Background: an optimization exercise with open tools, aiming at small area. Do not read the settings as production practice.
In this exercise RTL edits were held to simulation tests only and were not proved equivalent to the original.
Power is estimated from default activity; no workload was simulated.

== run A ==
// M216A_TopModule
module M216A_TopModule(
    input        clk_i,
    input  [4:0] width_i,
    input  [4:0] height_i,
    output [7:0] index_x_o,
    output [7:0] index_y_o,
    output [3:0] strike_o,
    input        rst_i
);
For scale: about 400 cells after synthesis, about 32 I/O pins, ~0.0054 mm^2 of cells after synthesis.
export LEC_CHECK = 0
export ABC_AREA = 1
export CAP_MARGIN = 20
export CORE_MARGIN = 2
export CORE_UTILIZATION = 60
export CTS_BUF_LIST = sky130_fd_sc_hd__clkbuf_8
export CTS_CLUSTER_SIZE = 30
export GPL_TIMING_DRIVEN = 0
export SLEW_MARGIN = 20
create_clock -name core_clock -period 6.0 [get_ports {clk_i}]
standard.sh (not shown) runs the stock make flow with config.mk's settings and CLKGATE_MAP_FILE= SYNTH_SCRIPT=/design/flow/synth_recipe.tcl, a recipe that flattens the netlist after the stock synthesis.
==> flow/flow/run.sh <==
#!/bin/bash
# Layout flow: the standard synthesis, then its combinational logic is
# mapped again for area with ABC (every register instance is kept as it is,
# same name and cell), then the standard layout steps from floorplan on.
# Each tool's output goes to a log of its own in the work folder.
set -euo pipefail
W=$(pwd)
R=$W/orfs/results/$FLOW_PLATFORM/M216A_TopModule/base
LIB=$FLOW_HOME/platforms/$FLOW_PLATFORM/lib/sky130_fd_sc_hd__tt_025C_1v80.lib
YOSYS=$(dirname "$FLOW_HOME")/tools/install/yosys/bin/yosys

bash standard.sh synth > "$W/flow_synth.log" 2>&1
cp "$R/1_2_yosys.v" "$W/std_synth.v"

# register cell types in the standard netlist
FFS=$(grep -o 'sky130_fd_sc_hd__[a-z]*df[a-z0-9_]*\|sky130_fd_sc_hd__dl[a-z0-9_]*' "$W/std_synth.v" | sort -u | tr '\n' ' ')
DONT=$(sed -n '/DONT_USE_CELLS += /,/^$/p' "$FLOW_HOME/platforms/$FLOW_PLATFORM/config.mk" \
       | grep -o 'sky130_fd_sc_hd__[a-z0-9_]*' | sed 's/^/-dont_use /' | tr '\n' ' ')

# 1: combinational cells as logic, register cells kept as instances; map again
cat > "$W/remap1.ys" <<EOT
read_liberty -ignore_miss_func $LIB
read_verilog $W/std_synth.v
hierarchy -top $FLOW_TOP
setattr -mod -set keep_hierarchy 1 $FFS
flatten
opt -purge $FLOW_TOP
abc -liberty $LIB $DONT -script $W/flow/remap.abc $FLOW_TOP
cd $FLOW_TOP
select -set ports i:* o:* %u
rename -hide w:* @ports %d
opt_clean -purge
cd
select $FLOW_TOP
write_verilog -noattr -nohex -nodec -selected $W/remap1.v
EOT
"$YOSYS" -s "$W/remap1.ys" > "$W/flow_remap1.log" 2>&1

# 2: clean up as ORFS's synthesis does, with the cells as black boxes
cat > "$W/remap2.ys" <<EOT
read_liberty -lib $LIB
read_verilog $W/remap1.v
hierarchy -check -top $FLOW_TOP
splitnets
opt_clean -purge
hilomap -singleton -hicell sky130_fd_sc_hd__conb_1 HI -locell sky130_fd_sc_hd__conb_1 LO
insbuf -buf sky130_fd_sc_hd__buf_4 A X
check -assert -mapped
stat -liberty $LIB
write_verilog -noattr -nohex -nodec $W/remap.v
EOT
"$YOSYS" -s "$W/remap2.ys" > "$W/flow_remap2.log" 2>&1
cp "$W/remap.v" "$R/1_2_yosys.v"

# Clock tree as the standard flow builds it, without the dummy loads it adds
# to balance the tree.
CTS_ARGS="-sink_clustering_enable -repair_clock_nets -sink_clustering_size 30"
CTS_ARGS="$CTS_ARGS -buf_list ${CTS_BUF:-sky130_fd_sc_hd__clkbuf_8} -dont_use_dummy_load"
# Every input and output port gets a buffer, as in the standard flow; here
# the smallest buffer cell.
bash standard.sh CTS_ARGS="$CTS_ARGS" \
    BUFFER_PORTS_ARGS="-buffer_cell sky130_fd_sc_hd__buf_1" \
    finish > "$W/flow_layout.log" 2>&1
==> flow/flow/remap.abc <==
strash
dc2
irw
dch -f
amap
topo
stime -c
--- input diff run A..run B ---
==> flow/flow/remap.abc <==
strash
&get -n
&deepsyn -T 60 -S 1
&put
dch -f
amap
topo
stime -c
Global routing usage summed across all routing layers sits lower in run B than in run A.
met1 wire length for run B: about 5.6% down relative to run A
Compared with run A, in run B detailed route wirelength on metal2 saw little to no change, highest achievable clock rate saw a decrease.
Growth of design area from synthesis to finish: run B vs run A down 0.79 points
Run B vs run A — final HPWL from detailed placement dropped by a little under 10%
Looking at switching part of the total across run B and run A, the one that comes out higher is run A.
Routed wire length came out lower on run B than on run A.
Looking at run B and run A, the total power after layout is a wash.
Average wire length per cell after detail routing of run B falls short of that of run A by a few percent.
> inputs changed (run B -> run C)
--- a/flow/flow/run.sh
+++ b/flow/flow/run.sh
@@ -58,6 +58,2 @@
 CTS_ARGS="$CTS_ARGS -buf_list ${CTS_BUF:-sky130_fd_sc_hd__clkbuf_8} -dont_use_dummy_load"
-# Every input and output port gets a buffer, as in the standard flow; here
-# the smallest buffer cell.
-bash standard.sh CTS_ARGS="$CTS_ARGS" \
-    BUFFER_PORTS_ARGS="-buffer_cell sky130_fd_sc_hd__buf_1" \
-    finish > "$W/flow_layout.log" 2>&1
+bash standard.sh CTS_ARGS="$CTS_ARGS" finish > "$W/flow_layout.log" 2>&1
==> flow/flow/remap.abc <==
strash
dc2
irw
dch -f
amap
topo
stime -c
--- outcome ---
Run C against run B: wire length of the first global-routing pass rose by 4.3%, largest voltage drop on the vdd net decreased 9.0%, area added between synthesis and finish grew by 4.5 points.
Count of buffer and inverter cells on the critical path came out higher on run C than on run B.
All of run B and run C finish clean.
Here is what was changed in the inputs of run D compared with run C.
# run C
export LEC_CHECK = 0
export ABC_AREA = 1
export CAP_MARGIN = 20
export CORE_MARGIN = 2
export CORE_UTILIZATION = 60
export CTS_BUF_LIST = sky130_fd_sc_hd__clkbuf_8
export CTS_CLUSTER_SIZE = 30
export GPL_TIMING_DRIVEN = 0
export SLEW_MARGIN = 20
create_clock -name core_clock -period 6.0 [get_ports {clk_i}]
# run D
export LEC_CHECK = 0
export ABC_AREA = 1
export CAP_MARGIN = 0
export CORE_MARGIN = 2
export CORE_UTILIZATION = 60
export CTS_BUF_LIST = sky130_fd_sc_hd__clkbuf_8
export CTS_CLUSTER_SIZE = 30
export GPL_TIMING_DRIVEN = 0
export SLEW_MARGIN = 0
create_clock -name core_clock -period 6.0 [get_ports {clk_i}]
--- a/flow/flow/run.sh
+++ b/flow/flow/run.sh
@@ -58,2 +58,6 @@
 CTS_ARGS="$CTS_ARGS -buf_list ${CTS_BUF:-sky130_fd_sc_hd__clkbuf_8} -dont_use_dummy_load"
-bash standard.sh CTS_ARGS="$CTS_ARGS" finish > "$W/flow_layout.log" 2>&1
+# Every input and output port gets a buffer, as in the standard flow; here
+# the smallest buffer cell.
+bash standard.sh CTS_ARGS="$CTS_ARGS" \
+    BUFFER_PORTS_ARGS="-buffer_cell sky130_fd_sc_hd__buf_1" \
+    finish > "$W/flow_layout.log" 2>&1
==> flow/flow/remap.abc <==
strash
&get -n
&deepsyn -T 60 -S 1
&put
dch -f
amap
topo
stime -c
Notes after the runs:
The number of instances in the placed design in run D sits about 1.5% below the value recorded for run C.
Relative to run C, run D improves area after synthesis.
Run D completed every stage of the flow, and the final layout passed the timing, DRC and antenna checks.
Run D vs run C: non-clock buffer count down
[run D vs run C] length of routed met3 wiring: lower in run D
Minimum clock period (higher): run D
In the flow results for run D and run C, the instance count on the critical path is smaller on run C.
Worst-case setup margin in the final layout delta for run D relative to run C: 0.091 ns lower
Run D has final wirelength below what run C had.

afterwards: timing with drivers on the ports:
Ports are ideal in the flow. The routed layouts listed here were re-timed in OpenROAD. Step 1 assumes that a clkbuf_16 drives the clock port and a buf_2 every other input. Step 2 also shifts input and output timing later by t, the mid clock arrival at the registers, as if the neighbouring blocks saw the same clock. a / b / c = ideal ports / drivers / drivers and shift; a / b = the first two.
run | t, ns | slack for setup (ns) | worst register clock-pin slew, ns
run A | 0.459 | 0.900 / 0.900 / 0.900 | 0.08 / 0.08
run B | 0.442 | 0.572 / 0.572 / 0.572 | 0.09 / 0.09
run C | 0.454 | 0.758 / 0.758 / 0.758 | 0.09 / 0.09
run D | 0.458 | 0.667 / 0.667 / 0.667 | 0.09 / 0.09
After both steps every run listed still meets setup and hold.
